Source: an optimization exercise on an open RTL-to-GDS flow (aim: small area, a short achievable clock period and few clock cycles). Production flows keep margins and buffers that such runs may drop. The RTL was checked by simulation tests, not by an equivalence proof against the original design. No activity file was given, so power comes from the tool's default toggle rates.

### flow/config.mk
export PLATFORM = sky130hd
export DESIGN_NAME = JAM
export DESIGN_NICKNAME = JAM
export VERILOG_FILES = /design/flow/design.v
export SDC_FILE = /design/flow/constraint.sdc
export NUM_CORES = 4
export LEC_CHECK = 0
export CAP_MARGIN = 20
export CORE_MARGIN = 2
export CORE_UTILIZATION = 40
export SLEW_MARGIN = 20
### flow/constraint.sdc
create_clock -name core_clock -period 5.0 [get_ports {CLK}]
set_input_delay 1.0000 -clock core_clock [delete_from_list [all_inputs] [get_ports {CLK}]]
set_output_delay 1.0000 -clock core_clock [all_outputs]
set_load 0.01 [all_outputs]
### flow/design.v
module JAM (
	input CLK,
	input RST,
	output [2:0] W,
	output [2:0] J,
	input [6:0] Cost,
	output [3:0] MatchCount,
	output reg [9:0] MinCost,
	output reg Valid
);
integer k;
localparam S_ITER = 2'd0, S_WALK = 2'd1, S_BM = 2'd2, S_DONE = 2'd3;
reg [1:0] st;
reg [2:0] ph;         
reg       first;      
reg [7:0] pend;       
reg [2:0] jc;         
reg [2:0] r;          
reg       dec;        
reg       vA, vB;     
reg [7:0] used;       
reg [7:0] inT;        
reg [7:0] mt;         
reg       walking;    
reg [3:0] rdone;      
reg       ddone;      
reg [8:0] K;          
reg [2:0] L;
reg       res;
reg [3:0] cnt;
reg [7:0] nv [0:7];   
reg [7:0] ur [0:7];   
reg [8:0] M  [0:7];   
reg [2:0] way[0:7];
reg [7:0] wroot;
reg [2:0] p  [0:7];   
reg [7:0] T  [0:7];   
reg [8:0] D;          
reg [2:0] j0;         
reg [2:0] wj;         
reg [2:0] wrow;       
reg [2:0] jA, rowA;
reg [8:0] KselA;
reg       foldA, zinitA;
reg [8:0] MjB;
reg       lastA, startA;
reg [2:0] jB, rowB;
reg [8:0] xB;
reg [7:0] UB;
reg [2:0] pB;
reg       mtB, lastB, startB;
reg [8:0] Dmin;
reg [2:0] j1;
reg [7:0] Ubest;
reg [2:0] pbest;
reg       mtbest;
reg [2:0] stk [0:5];
reg [5:0] hm;         
assign MatchCount = cnt;
function [2:0] lowest;
	input [7:0] m;
	begin
		casez (m)
			8'b???????1: lowest = 3'd0;
			8'b??????10: lowest = 3'd1;
			8'b?????100: lowest = 3'd2;
			8'b????1000: lowest = 3'd3;
			8'b???10000: lowest = 3'd4;
			8'b??100000: lowest = 3'd5;
			8'b?1000000: lowest = 3'd6;
			default:     lowest = 3'd7;
		endcase
	end
endfunction
function [9:0] fadd;
	input [9:0] a, b;
	input cin;
	begin
		fadd = a + b + {9'd0, cin};
	end
endfunction
function flt;
	input [8:0] a, b;
	begin
		flt = a < b;
	end
endfunction
function [7:0] qoh;
	input [2:0] x;
	integer i;
	begin
		for (i = 0; i < 8; i = i + 1) qoh[i] = (p[i] == x);
	end
endfunction
wire       dec_go = dec & mtbest;                           
wire       newph  = dec & ~mtbest & (ph != 3'd7) & (st == S_ITER);  
wire [2:0] p1     = p[j1];
wire [2:0] pcur   = first ? p1 : pbest;
wire [9:0] Kc     = fadd({1'b0, Dmin}, {2'b11, ~(first ? ur[p1] : Ubest)}, 1'b1);
wire [8:0] Kcur   = Kc[8:0];
wire       issue  = (st == S_ITER || st == S_BM) && (newph || dec_go || ((pend != 8'd0) && !dec));
wire [7:0] pendi  = newph ? 8'hff : (dec_go ? ~(used | (8'd1 << j1)) : pend);
wire [2:0] jci    = newph ? 3'd0 : (dec_go ? lowest(pendi) : jc);
wire [7:0] pend_n = pendi & ~(8'd1 << jci);
wire       zinit  = (st == S_ITER) && first && !dec && (ph == 3'd0);
wire       fold   = issue && (st == S_ITER) && ((first && !dec) || newph);
wire       fixing = (first || st == S_WALK) && !dec && (inT != 8'd0);
wire [8:0] Ksel   = used[jci] ? (newph ? Dmin : D) : (newph ? 9'd0 : (dec ? Kcur : K));
assign W = newph ? ph + 3'd1 : (dec ? pcur : r);
assign J = jci;
wire [7:0] nvA  = zinitA ? 8'd0 : nv[jA];
wire [9:0] opa  = {3'b000, Cost};
wire [9:0] opb  = {nvA[7], nvA[7], nvA};
wire [9:0] opc  = {1'b0, KselA};
wire [9:0] mj3  = (opa & opb) | (opa & opc) | (opb & opc);
wire [9:0] x3   = fadd(opa ^ opb ^ opc, {mj3[8:0], 1'b0}, 1'b0);
wire [9:0] nvW  = fadd(opb, opc, 1'b0);
wire [8:0] Mj     = MjB;
wire       lt_xM  = flt(xB, Mj);
wire       lt_xD  = flt(xB, Dmin);
wire       lt_MD  = flt(Mj, Dmin);
wire       less   = first | lt_xM;
wire       better = startB | (less ? lt_xD : lt_MD);
wire [8:0] newM   = less ? xB : Mj;
wire [7:0] used_r = used & (used - 8'd1);
wire [7:0] inT_r  = inT & (inT - 8'd1);
wire       trans  = (st == S_WALK) && !walking && (used_r == 8'd0) && (inT_r == 8'd0);
reg  [2:0] bl;
reg        bany;
reg  [7:0] um;        
reg  [7:0] umj;       
always @(*) begin
	umj = 8'd0;
	for (k = 0; k < 5; k = k + 1)
		if (k < bl) umj = umj | (8'd1 << stk[k]);
end
always @(*) begin
	bany = 1'b0;
	bl = 3'd0;
	for (k = 0; k < 6; k = k + 1)
		if (hm[k] && k < L) begin bany = 1'b1; bl = k; end
end
reg        dead;
always @(*) begin
	dead = 1'b0;
	for (k = 1; k < 8; k = k + 1)
		if (k > L && rdone > k && (T[k] & ~um) == 8'd0) dead = 1'b1;
end
wire [7:0] rowL  = T[L];
wire [7:0] above = res ? ~((8'd2 << stk[L]) - 8'd1) : 8'hff;
wire [7:0] cand  = rowL & ~um & above;
wire [7:0] fr    = ~um;
wire [7:0] x6    = T[6] & fr;
wire [7:0] x7    = T[7] & fr;
wire       two   = (x6 == fr) && (x7 == fr);
wire       one   = (x6 != 8'd0) && (x7 != 8'd0) && ((x6 | x7) == fr);
wire [1:0] leaves = two ? 2'd2 : (one ? 2'd1 : 2'd0);
wire       drun  = (st == S_BM) && !ddone && (rdone > {1'b0, L}) && (L != 3'd6 || rdone[3]);
always @(posedge CLK or posedge RST) begin
	if (RST) begin
		st <= S_ITER;
		ph <= 3'd0;
		first <= 1'b1;
		pend <= 8'hff;
		jc <= 3'd0;
		r <= 3'd0;
		dec <= 1'b0;
		vA <= 1'b0;
		vB <= 1'b0;
		used <= 8'd0;
		inT <= 8'd0;
		mt <= 8'd0;
		walking <= 1'b0;
		rdone <= 4'd0;
		ddone <= 1'b0;
		K <= 9'd0;
		Valid <= 1'b0;
		L <= 3'd0;
		um <= 8'd0;
		res <= 1'b0;
		cnt <= 4'd0;
	end else begin
		vA <= issue;
		if (issue) begin
			pend <= pend_n;
			jc <= lowest(pend_n);
		end
		vB <= vA;
		dec <= vB && lastB && (st == S_ITER);
		if (vB && st == S_BM && lastB) rdone <= rdone + 4'd1;
		if (fold) used <= used & ~(8'd1 << jci);
		if (dec_go) begin
			used <= used | (8'd1 << j1);
			inT <= inT | (8'd1 << pcur);
			K <= Kcur;
			r <= pcur;
			first <= 1'b0;
		end
		if (dec && !mtbest) begin
			mt <= mt | (8'd1 << j1);
			walking <= 1'b1;
			if (ph == 3'd7) begin
				st <= S_WALK;
			end else begin
				ph <= ph + 3'd1;
				r <= ph + 3'd1;
				first <= 1'b1;
				K <= 9'd0;
			end
		end
		if (walking && wroot[wj]) walking <= 1'b0;
		if (fixing) inT <= inT_r;
		if (st == S_WALK) used <= used_r;
		if (trans) begin
			st <= S_BM;
			r <= 3'd0;
			pend <= ~qoh(3'd0);
			jc <= lowest(~qoh(3'd0));
			K <= 9'd0;
			rdone <= 4'd0;
			L <= 3'd0;
			um <= 8'd0;
			res <= 1'b0;
			cnt <= 4'd0;
			ddone <= 1'b0;
		end
		if (st == S_BM) begin
			if (issue && pend_n == 8'd0 && r != 3'd7) begin
				r <= r + 3'd1;
				pend <= ~qoh(r + 3'd1);
				jc <= lowest(~qoh(r + 3'd1));
			end
		end
		if (drun) begin
			if (L == 3'd6 || cand == 8'd0 || dead) begin
				if (L == 3'd6) cnt <= cnt + {2'b00, leaves};
				if (bany) begin
					L <= bl;
					um <= umj;
					res <= 1'b1;
				end else begin
					ddone <= 1'b1;
					Valid <= 1'b1;
				end
			end else begin
				L <= L + 3'd1;
				um <= um | (8'd1 << lowest(cand));
				res <= 1'b0;
			end
		end
		if (st == S_BM && ddone) st <= S_DONE;
	end
end
always @(posedge CLK) begin
	jA <= jci;
	rowA <= W;
	KselA <= Ksel;
	foldA <= fold;
	zinitA <= zinit;
	lastA <= (pend_n == 8'd0);
	startA <= dec || (st == S_ITER && pend == 8'hff);
	jB <= jA;
	rowB <= rowA;
	xB <= x3[8:0];
	MjB <= M[jA];
	if (foldA) nv[jA] <= nvW[7:0];
	UB <= ur[(st == S_BM) ? rowA : p[jA]];
	pB <= p[jA];
	mtB <= mt[jA];
	lastB <= lastA;
	startB <= startA;
	if (vB && st == S_ITER) begin
		if (less) M[jB] <= xB;
		if (less && !first) begin
			way[jB] <= j0;
			wroot[jB] <= 1'b0;
		end
		if (better) begin
			Dmin <= newM;
			j1 <= jB;
			Ubest <= UB;
			pbest <= pB;
			mtbest <= mtB;
		end
	end
	if (vB && st == S_BM) T[rowB][jB] <= (xB == {1'b0, UB});
	if (dec && first) wroot <= 8'hff;
	if (dec_go) begin
		D <= Dmin;
		nv[j1] <= fadd({2'b00, nv[j1]}, {2'b11, ~Dmin[7:0]}, 1'b1);
		ur[pcur] <= fadd({2'b00, ur[pcur]}, {2'b11, ~Dmin[7:0]}, 1'b1);
		j0 <= j1;
	end
	if (dec && !mtbest) begin
		D <= Dmin;
		MinCost <= fadd((ph == 3'd0) ? 10'd0 : MinCost, {1'b0, Dmin}, 1'b0);
		wj <= j1;
		wrow <= ph;
		ur[ph] <= Dmin[7:0];
	end
	if (walking) begin
		p[wj] <= wroot[wj] ? wrow : p[way[wj]];
		wj <= way[wj];
	end
	if (fixing) ur[lowest(inT)] <= fadd({2'b00, ur[lowest(inT)]}, {2'b00, D[7:0]}, 1'b0);
	if (st == S_WALK && used != 8'd0) nv[lowest(used)] <= fadd({2'b00, nv[lowest(used)]}, {2'b00, D[7:0]}, 1'b0);
	if (trans) begin
		T[0] <= qoh(3'd0);
	end
	if (st == S_BM) begin
		if (issue && pend_n == 8'd0 && r != 3'd7) T[r + 3'd1] <= qoh(r + 3'd1);
	end
	if (drun && L != 3'd6 && cand != 8'd0 && !dead) begin
		stk[L] <= lowest(cand);
		hm[L] <= (cand & ~(8'd1 << lowest(cand))) != 8'd0;
	end
end
endmodule
### flow/run.sh
#!/bin/bash
# synth_recipe.tcl (not shown) runs the flow's synth.tcl, then flattens the netlist and writes it again
# the make line also repeats each setting of config.mk as NAME=value (left out here)
make -C /OpenROAD-flow-scripts/flow DESIGN_CONFIG=/design/flow/config.mk WORK_HOME=/design/flow/orfs CLKGATE_MAP_FILE= SYNTH_SCRIPT=/design/flow/synth_recipe.tcl finish
==> summary.txt, run 1 <==
startpoint-to-endpoint class of the critical path reg -> out; number of iterations in the first detailed-routing pass 7; Avg Vias per Cell 6.02; Synth area leaders sky130_fd_sc_hd__edfxtp_1 (35%), sky130_fd_sc_hd__mux4_2 (9.1%), sky130_fd_sc_hd__dfrtp_1 (5.2%), sky130_fd_sc_hd__dfxtp_1 (4.2%), sky130_fd_sc_hd__ha_1 (4.2%); fraction of layout cells with a size suffix above 1 between 10% and 20%; average size of a mapped cell about 11 um^2; Critical Path AT 3.85 ns; Max VDD drop roughly 0.39 mV; number of standard cells in the final layout excluding fillers around 4,300; met2 layer usage reported by global route between 30% and 40%; Filler cells between 7,000 and 8,000; power spent charging and discharging nets ~0.0021 W; post-route ant nets 0; Power per Cell Area 257 nW/um^2; library cells used by synthesis ~120; synth cell count leaders sky130_fd_sc_hd__edfxtp_1 (394), sky130_fd_sc_hd__nand2_1 (345), sky130_fd_sc_hd__nor2_1 (246), sky130_fd_sc_hd__a21oi_1 (214), sky130_fd_sc_hd__o21ai_0 (165); fin. max-slew vios 0; vertical die dimension slightly below 300 um; area enclosed by the die boundary 86,000 um^2; maximum number of pins on one net before global-route repair 43; sequential element share of the synthesized area roughly 46%; GRT Residual Overflow 0; met3 track demand over resource in global routing around 4.1%; IO Port Bufs 29; Post-Syn Area ~33,000 um^2; routed length per instance 24.6 um; net count reported at finish around 3,300; WHS Path Cells 0; worst reg-to-reg setup slack 0.36 ns; sum of net half-perimeters after detailed placement about 76,000 um; combinational share of power under 10%; Switching Share 21.9%; end of the worst register-to-register path ur[7][6]$_DFFE_PP_; number of buffers on the longest clock path 3; area share of the leading cell type in the synthesized netlist between 30% and 40%; Final Cycle Share 97.0%; count of endpoints failing setup in the final report 0; post-synthesis instance total 3,081; Crit. End Element primary output; cell with the largest stage delay on the worst path sky130_fd_sc_hd__clkdlybuf4s50_1; cell row count 106; Worst Hold Launch lastA$_DFF_P_; clock buffers created by TritonCTS roughly 60; area added between synthesis and finish 11.9%; Post-Place Cells 4,131; Worst Max-Slew Pin Slew about 1.1 ns; commonest register cell after synthesis sky130_fd_sc_hd__edfxtp_1; library cell with the highest instance count after synthesis sky130_fd_sc_hd__edfxtp_1; top achievable clock speed 206 MHz; yosys synthesis warning count 1; clock tree from TritonCTS built; portion of total power attributed to the clock network between 40% and 50%; classification of the worst-slack hold path reg -> reg; setup repair after global routing missed its margin false; Routed WL between 100,000 and 150,000 um; total nets after synthesis about 3,200; worst clock skew 0.0832 ns; maximum cell stage delay along the critical path just under 0.8 ns; number of instances resized during post-cts repair 0; MaxCap Viol Count 0; CTS sink count roughly 540; internal power of the cells roughly 0.0075 W; count of flip-flops with a built-in enable after synthesis approximately 390; data required time at the worst endpoint ~4 ns; Synth area leader sky130_fd_sc_hd__edfxtp_1; placeable core region around 83,000 um^2; Iteration-0 DRC Markers 2,745; effective utilization at floorplan between 40 and 50%; number of global-route vias before repair ~25,000; root cell of the clock tree sky130_fd_sc_hd__clkbuf_16; met1 track utilization from global routing between 30% and 40%; global-route wire length before repair approximately 160,000 um; CP Max Fanout 13; antenna violations before repair 0; GRT busiest layer met2; worst skew pair latency around 0.70 ns; Clock Pin Slew Worst Setup and Hold Paths roughly 0.070 ns; count of state elements after synthesis about 540; post-detailed-route DRC marker count 0; static leakage power between 10 and 15 nW; Sum Neg Setup Slack 0 ns; H-Tree Level Count 2; top-level port count 30; die width 293 um; Slew HR 24.5%; end point of the worst hold path lastB$_DFF_P_; status complete, no violations; Final Wtd Congestion about 0.94; final period demand of the worst path a little under 5 ns; depth of the most critical reg-to-reg path 18; worst hold margin about 0.32 ns; async set-reset flop share out of synthesis about 15%; overall track demand over capacity in global routing between 20% and 30%; overall via count from detail_route about 26,000; sequential share of power between 50% and 60%; number of endpoints with negative hold slack in the final report 0; startpoint kind of the worst setup timing path flop; worst path cell trace ha_1 -> ha_1 -> nor3b_2 -> buf_4 -> nand2_1 -> buf_4 -> nand3_1 -> o41a_4 -> a21oi_4 -> clkdlybuf4s50_1
==> layout by cell type (no fill, tap or decap), drive strengths merged, types with 55 or more instances in the layout <==
cell,synthesis,final
clkbuf,126,80
a211oi,58,58
nor2,247,247
dfxtp,71,71
inv,130,132
buf,48,118
o21ai,170,170
mux4,136,136
mux2i,139,139
a21oi,215,215
xnor2,55,55
nand3,65,65
dfrtp,70,70
ha,112,112
nand2,346,346
mux2,71,71
edfxtp,394,394
nor2b,62,62
==> critical path, delay by kind of cell, from the launching register on <==
family,cells,cell delay [ns]
buffers and inverters,3,1.14
and+or+nand+nor,3,0.31
adders and majority gates,2,0.42
DFF,1,0.44
AOI/OAI and AO/OA,2,0.84
==> registers in the layout, summed over array words and instances (netlist names), 9 cells and up, named ones only <==
name     count
D            9
Dmin         9
K            9
KselA        9
M           72
MinCost     10
MjB          9
T           64
nv          64
p           24
stk         24
ur          64
way         24
xB           9
==> routing by layer <==
metal	share of wire [%]	vias to the layer above
met3	7.8	225
met2	47	1123
met1	41	12654
met4	4.4	0
met5	0	-
li1	-	11600
==> worst max-delay path by stage <==
stage / end / startpoint / cells past startpoint / slack (ns)
global placement: KselA[8]$_DFF_P_ / flop / 20 / 0.32
finish: J[0] / ph[0]$_DFFE_PP0P_ / 10 / 0.15
floorplan: KselA[8]$_DFF_P_ / flop / 21 / 0.16
global route: J[0] / ph[0]$_DFFE_PP0P_ / 10 / 0.01
detailed placement: KselA[8]$_DFF_P_ / flop / 20 / 0.32
CTS: J[0] / ph[0]$_DFFE_PP0P_ / 10 / 0.18
==> cell type report <==
cell class	instances	area, um^2	share of cell area (%)
Multi-Input combinational cell	2231	17100	45.6
Sequential cell	544	15200	40.7
Clock buffer	80	1680	4.48
Tap cell	1080	1350	3.61
Timing Repair Buffer	147	1200	3.21
Inverter	132	499	1.33
Clock inverter	36	388	1.04
Antenna cell	1	2.50	0.00668
==> metrics by stage <==
step | utilization [%] | worst slack (ns) | power (W) | cell area [um^2]
6_report | 45.0 | 0.149 | 0.00964 | 37500
5_1_grt | 45.0 | 0.0131 | 0.00992 | 37500
4_1_cts | 44.9 | 0.177 | 0.00970 | 37400
3_3_place_gp | 42.4 | 0.320 | 0.00511 | 35400
2_1_floorplan | - | 0.162 | 0.00504 | 33500
3_5_place_dp | 42.4 | 0.324 | 0.00511 | 35400
==> cells by family (layout without fill, tap and decap cells) <==
group / Yosys count / after routing / share of synthesized area [%]
adder cells (fa/ha/maj): 132 / 132 / 5.26
XOR/XNOR: 86 / 86 / 2.25
buffers and inverters: 306 / 395 / 3.70
flip-flops: 544 / 544 / 45.5
AO/OA/AOI/OAI: 715 / 715 / 13.9
other: 0 / 1 / 0
AND/OR/NAND/NOR: 952 / 952 / 13.7
multiplexers: 346 / 346 / 15.7
==> power groups by stage <==
stage | sequential [W] | combinational [W] | clock [W]
2_1_floorplan | 0.00495 | 0.0000968 | 0
5_1_grt | 0.00488 | 0.000159 | 0.00488
4_1_cts | 0.00488 | 0.000140 | 0.00469
3_3_place_gp | 0.00497 | 0.000136 | 0
6_report | 0.00488 | 0.000140 | 0.00462
3_5_place_dp | 0.00497 | 0.000139 | 0
==> timing repair <==
item,4_1_cts,5_1_grt
setup endpoints to repair,0,1
buffers inserted,0,3
hold buffers,0,0
Testbench counts, summed over its fixed seeds: cycles 3,556.
==> run 2, diff against run 1 <==
--- a/flow/design.v
+++ b/flow/design.v
@@ -52,5 +52,4 @@
 reg [8:0] Dmin;
 reg [2:0] j1;
-reg [7:0] Ubest;
 reg [2:0] pbest;
 reg       mtbest;
@@ -95,18 +94,15 @@
 wire       dec_go = dec & mtbest;                           
 wire       newph  = dec & ~mtbest & (ph != 3'd7) & (st == S_ITER);  
-wire [2:0] p1     = p[j1];
-wire [2:0] pcur   = first ? p1 : pbest;
-wire [9:0] Kc     = fadd({1'b0, Dmin}, {2'b11, ~(first ? ur[p1] : Ubest)}, 1'b1);
+wire [9:0] Kc     = fadd({1'b0, Dmin}, {2'b11, ~ur[r]}, 1'b1);
 wire [8:0] Kcur   = Kc[8:0];
-wire       issue  = (st == S_ITER || st == S_BM) && (newph || dec_go || ((pend != 8'd0) && !dec));
-wire [7:0] pendi  = newph ? 8'hff : (dec_go ? ~(used | (8'd1 << j1)) : pend);
-wire [2:0] jci    = newph ? 3'd0 : (dec_go ? lowest(pendi) : jc);
-wire [7:0] pend_n = pendi & ~(8'd1 << jci);
+wire       issue  = (st == S_ITER || st == S_BM) && (pend != 8'd0) && (!dec || mtbest || newph);
+wire [2:0] jci    = jc;
+wire [7:0] pend_n = pend & ~(8'd1 << jc);
 wire       zinit  = (st == S_ITER) && first && !dec && (ph == 3'd0);
 wire       fold   = issue && (st == S_ITER) && ((first && !dec) || newph);
 wire       fixing = (first || st == S_WALK) && !dec && (inT != 8'd0);
 wire [8:0] Ksel   = used[jci] ? (newph ? Dmin : D) : (newph ? 9'd0 : (dec ? Kcur : K));
-assign W = newph ? ph + 3'd1 : (dec ? pcur : r);
-assign J = jci;
+assign W = r;
+assign J = jc;
 wire [7:0] nvA  = zinitA ? 8'd0 : nv[jA];
 wire [9:0] opa  = {3'b000, Cost};
@@ -123,4 +119,9 @@
 wire       better = startB | (less ? lt_xD : lt_MD);
 wire [8:0] newM   = less ? xB : Mj;
+wire       sb     = vB && lastB && (st == S_ITER);
+wire [2:0] j1f    = better ? jB : j1;
+wire       mtf    = better ? mtB : mtbest;
+wire [2:0] pf     = first ? p[j1f] : (better ? pB : pbest);
+wire [7:0] pnf    = ~(used | (8'd1 << j1f));
 wire [7:0] used_r = used & (used - 8'd1);
 wire [7:0] inT_r  = inT & (inT - 8'd1);
@@ -189,10 +190,20 @@
 		dec <= vB && lastB && (st == S_ITER);
 		if (vB && st == S_BM && lastB) rdone <= rdone + 4'd1;
+		if (sb) begin
+			if (mtf) begin
+				r <= pf;
+				pend <= pnf;
+				jc <= lowest(pnf);
+			end else if (ph != 3'd7) begin
+				r <= ph + 3'd1;
+				pend <= 8'hff;
+				jc <= 3'd0;
+			end
+		end
 		if (fold) used <= used & ~(8'd1 << jci);
 		if (dec_go) begin
 			used <= used | (8'd1 << j1);
-			inT <= inT | (8'd1 << pcur);
+			inT <= inT | (8'd1 << r);
 			K <= Kcur;
-			r <= pcur;
 			first <= 1'b0;
 		end
@@ -204,5 +215,4 @@
 			end else begin
 				ph <= ph + 3'd1;
-				r <= ph + 3'd1;
 				first <= 1'b1;
 				K <= 9'd0;
@@ -265,5 +275,5 @@
 	MjB <= M[jA];
 	if (foldA) nv[jA] <= nvW[7:0];
-	UB <= ur[(st == S_BM) ? rowA : p[jA]];
+	UB <= ur[rowA];
 	pB <= p[jA];
 	mtB <= mt[jA];
@@ -279,5 +289,4 @@
 			Dmin <= newM;
 			j1 <= jB;
-			Ubest <= UB;
 			pbest <= pB;
 			mtbest <= mtB;
@@ -289,5 +298,5 @@
 		D <= Dmin;
 		nv[j1] <= fadd({2'b00, nv[j1]}, {2'b11, ~Dmin[7:0]}, 1'b1);
-		ur[pcur] <= fadd({2'b00, ur[pcur]}, {2'b11, ~Dmin[7:0]}, 1'b1);
+		ur[r] <= fadd({2'b00, ur[r]}, {2'b11, ~Dmin[7:0]}, 1'b1);
 		j0 <= j1;
 	end
==> summary.txt, run 2 <==
status complete, no violations (unchanged); Crit. End Element flop (was primary output); number of iterations in the first detailed-routing pass 6 (was 7); count of flip-flops with a built-in enable after synthesis 386 (was 394); fin area 36,100 um^2 (was 37,500 um^2); count of endpoints failing setup in the final report 0 (unchanged); worst path cell trace or2_1 -> or3_1 -> nor2_1 -> a21o_1 -> buf_4 -> buf_4 -> mux2i_1 -> a32oi_1 -> and3_1 -> ha_1 -> inv_1 -> o21bai_1 -> a21oi_1 -> o21bai_1 -> a21oi_1 -> xnor2_1 -> mux2i_1 (was ha_1 -> ha_1 -> nor3b_2 -> buf_4 -> nand2_1 -> buf_4 -> nand3_1 -> o41a_4 -> a21oi_4 -> clkdlybuf4s50_1); Post-Syn Area 32,100 um^2 (was 33,500 um^2); Avg Vias per Cell 6.17 (was 6.02); startpoint kind of the worst setup timing path flop (unchanged); number of endpoints with negative hold slack in the final report 0 (unchanged); setup repair after global routing missed its margin false (unchanged); Synth area leader sky130_fd_sc_hd__edfxtp_1 (unchanged); number of buffers and inverters on the critical path 3 (unchanged); clock buffers created by TritonCTS 61 (unchanged); clock tree from TritonCTS built (unchanged); Worst Max-Slew Pin Slew 1.06 ns (was 1.12 ns); area added between synthesis and finish 12.4% (was 11.9%); end point of the worst hold path lastB$_DFF_P_ (unchanged); global-route wire length before repair 159,000 um (was 158,000 um); library cell with the highest instance count after synthesis sky130_fd_sc_hd__edfxtp_1 (unchanged); Worst Hold Launch lastA$_DFF_P_ (unchanged); Power per Cell Area 270 nW/um^2 (was 257 nW/um^2); worst skew pair latency 0.68 ns (was 0.70 ns); top achievable clock speed 215 MHz (was 206 MHz); root cell of the clock tree sky130_fd_sc_hd__clkbuf_16 (unchanged); vertical die dimension 287 um (was 293 um); synth cell count leaders sky130_fd_sc_hd__edfxtp_1 (386), sky130_fd_sc_hd__nand2_1 (307), sky130_fd_sc_hd__nor2_1 (242), sky130_fd_sc_hd__a21oi_1 (218), sky130_fd_sc_hd__o21ai_0 (182) (was sky130_fd_sc_hd__edfxtp_1 (394), sky130_fd_sc_hd__nand2_1 (345), sky130_fd_sc_hd__nor2_1 (246), sky130_fd_sc_hd__a21oi_1 (214), sky130_fd_sc_hd__o21ai_0 (165)); yosys synthesis warning count 1 (unchanged); top-level port count 30 (unchanged); library cells used by synthesis 92 (was 118); post-CTS setup buffer count 0 (unchanged); count of state elements after synthesis 536 (was 544); fin. max-slew vios 0 (unchanged); Largest Register M (unchanged); commonest register cell after synthesis sky130_fd_sc_hd__edfxtp_1 (unchanged); end of the worst register-to-register path nv[4][7]$_DFFE_PP_ (was ur[7][6]$_DFFE_PP_); Synth area leaders sky130_fd_sc_hd__edfxtp_1 (36%), sky130_fd_sc_hd__mux4_2 (8.9%), sky130_fd_sc_hd__dfrtp_1 (5.5%), sky130_fd_sc_hd__ha_1 (4.5%), sky130_fd_sc_hd__dfxtp_1 (4.4%) (was sky130_fd_sc_hd__edfxtp_1 (35%), sky130_fd_sc_hd__mux4_2 (9.1%), sky130_fd_sc_hd__dfrtp_1 (5.2%), sky130_fd_sc_hd__dfxtp_1 (4.2%), sky130_fd_sc_hd__ha_1 (4.2%)); H-Tree Level Count 2 (unchanged); average size of a mapped cell 10.8 um^2 (was 10.9 um^2); die width 287 um (was 293 um); MaxCap Viol Count 0 (unchanged); worst reg-to-reg setup slack 0.34 ns (was 0.36 ns); CTS sink count 536 (was 544); number of global-route vias before repair 24,893 (was 24,805); commonest non-fill, non-tap cell in the layout sky130_fd_sc_hd__edfxtp_1 (unchanged); final period demand of the worst path 4.66 ns (was 4.85 ns); commonest non-fill, non-tap cells in the layout sky130_fd_sc_hd__edfxtp_1 (386), sky130_fd_sc_hd__nand2_1 (307), sky130_fd_sc_hd__nor2_1 (242) (was sky130_fd_sc_hd__edfxtp_1 (394), sky130_fd_sc_hd__nand2_1 (345), sky130_fd_sc_hd__nor2_1 (244)); antenna violations before repair 0 (unchanged); post-layout total power 0.00975 W (was 0.00964 W); net count reported at finish 3,137 (was 3,254); Max VDD drop 0.292 mV (was 0.390 mV); area share of the leading cell type in the synthesized netlist 36.1% (was 35.3%); cell row count 103 (was 106); Final Cycle Share 93.2% (was 97.0%); maximum cell stage delay along the critical path 0.60 ns (was 0.77 ns); worst clock skew 0.0599 ns (was 0.0832 ns); startpoint-to-endpoint class of the critical path reg -> reg (was reg -> out); post-route ant nets 0 (unchanged); WHS Path Cells 0 (unchanged); launching point of the worst reg2reg path used[0]$_DFFE_PP0P_; IO Port Bufs 29 (unchanged); crit-path leading delay family simple AND/OR/NAND/NOR gates (was buffers and inverters); total nets after synthesis 3,102 (was 3,218); Critical Path AT 5.04 ns (was 3.85 ns); data required time at the worst endpoint 5.38 ns (was 4.00 ns); area enclosed by the die boundary 82,500 um^2 (was 86,000 um^2); Filler cells 7,323 (was 7,738); maximum number of pins on one net before global-route repair 52 (was 43); async set-reset flop share out of synthesis 14.7% (was 14.5%); post-detailed-route DRC marker count 0 (unchanged); overall track demand over capacity in global routing 25.4% (was 24.1%); count of antenna diodes in the layout 0 (was 1); fraction of layout cells with a size suffix above 1 14.7% (was 15.8%); Clock Pin Slew Worst Setup and Hold Paths 0.06 ns (was 0.07 ns); number of buffers on the longest clock path 3 (unchanged); number of instances resized during post-cts repair 0 (unchanged); hold-fix buffers at CTS 0 (unchanged); Final Wtd Congestion 0.954 (was 0.942); classification of the worst-slack hold path reg -> reg (unchanged); GRT Residual Overflow 0 (unchanged); routed length per instance 25.8 um (was 24.6 um); sequential element share of the synthesized area 46.7% (was 45.5%); depth of the most critical reg-to-reg path 17 (was 18); Slew HR 27.7% (was 24.5%); number of standard cells in the final layout excluding fillers 4,099 (was 4,251); sum of net half-perimeters after detailed placement 76,200 um (was 75,900 um); Routed WL 106,000 um (was 105,000 um); Iteration-0 DRC Markers 2,993 (was 2,745); flip-flop count of the largest register after layout 72 (unchanged); Sum Neg Setup Slack 0 ns (unchanged); placeable core region 79,300 um^2 (was 83,300 um^2); post-synthesis instance total 2,961 (was 3,081); cell with the largest stage delay on the worst path sky130_fd_sc_hd__xnor2_1 (was sky130_fd_sc_hd__clkdlybuf4s50_1); overall via count from detail_route 25,299 (was 25,602); CP Max Fanout 13 (unchanged); Post-Place Cells 3,981 (was 4,131); Area after DPL 33,900 um^2 (was 35,400 um^2); static leakage power 13.3 nW (was 13.9 nW); effective utilization at floorplan 40.5% (was 40.2%)
==> run 2: changes by cell type after synthesis, sizes merged, moves of 16 or more <==
cell,change
a211oi,-17
inv,-16
mux2,-17
nand2,-38
nor2b,-16
o21ai,+18
==> run 2: worst max path at each step <==
stage	startpoint	endpoint	cells past startpoint
floorplan	used[0]$_DFFE_PP0P_	nv[0][7]$_DFFE_PP_	21
global placement	L[0]$_DFF_PP0_	um[4]$_DFF_PP0_	12
detailed placement	used[0]$_DFFE_PP0P_	nv[4][7]$_DFFE_PP_	17
CTS	used[0]$_DFFE_PP0P_	nv[4][7]$_DFFE_PP_	17
global route	used[0]$_DFFE_PP0P_	nv[4][7]$_DFFE_PP_	17
finish	used[0]$_DFFE_PP0P_	nv[4][7]$_DFFE_PP_	17
==> run 2: kinds of logic after synthesis <==
kind of cell	after synthesis	share of synthesized area [%]
compound gates	700	13.7
buf+inv	284	3.44
fa+ha+maj	136	5.64
simple gates	901	13.1
xor+xnor	92	2.51
mux	312	14.9
flops	536	46.7
==> run 2: metrics by stage <==
| stage | util, % | hold slack (ns) | setup slack (ns) |
|---|---|---|---|
| 2_1_floorplan | - | 0.310 | 0.481 |
| 3_3_place_gp | 42.8 | 0.311 | 0.569 |
| 3_5_place_dp | 42.8 | 0.314 | 0.423 |
| 4_1_cts | 45.5 | 0.313 | 0.377 |
| 5_1_grt | 45.5 | 0.336 | 0.0337 |
| 6_report | 45.5 | 0.328 | 0.340 |
==> run 2: layer usage <==
metal  global-route usage (%)  part of all wire [%]  up-vias  routed length, um
met4                     11.3                   4.7        0               5030
met3                     3.59                   7.5      301               7960
met2                     41.3                    47     1291              49700
li1                         -                     -    11168                  -
met5                        0                     0        -                  0
met1                     34.0                    41    12539              43200
==> run 2: power by group <==
group	internal, W	switching, W
logic	0.000103	0.000158
registers	0.00476	0.0000296
clock network	0.00271	0.00200
==> run 2: final cells by class <==
type                       count  area (um^2)  share of cell area (%)
tap                         1050         1310                    3.64
clock inverter                39          439                    1.22
inverter                     117          440                    1.22
sequential                   536        15000                    41.6
timing repair buffer         139         1130                    3.13
multi-input combinational   2141        16100                    44.5
clock buffer                  77         1710                    4.74
Testbench counts of run 2, summed over its fixed seeds: cycles 3,556.

==> port drivers added, routing unchanged <==
No port has a modelled driver above. Below, the same layouts with a new extraction and two added sets of constraints.
Step 1 (the two cells are an assumption about what drives the block):
set clk [get_ports {CLK}]
set_driving_cell -lib_cell sky130_fd_sc_hd__clkbuf_16 $clk
set_driving_cell -lib_cell sky130_fd_sc_hd__buf_2 [delete_from_list [all_inputs] $clk]
Step 2 moves the port delays by t, midway between the first and last clock arrival at a register: inputs arrive t later, outputs are due t later. That takes back most of the time a late clock gives input paths.
a / b / c = ideal ports / drivers / drivers and shift; a / b = the first two.
| run | t, ns | slack for setup (ns) | hold WS [ns] | worst data-port slew with drivers (ns) |
|---|---|---|---|---|
| run 1 | 0.725 | 0.149 / 0.079 / 0.364 | 0.321 / 0.321 / 0.321 | 0.04 |
| run 2 | 0.727 | 0.340 / 0.340 / 0.340 | 0.328 / 0.328 / 0.328 | 0.05 |
After both steps setup and hold are still met in every run listed.
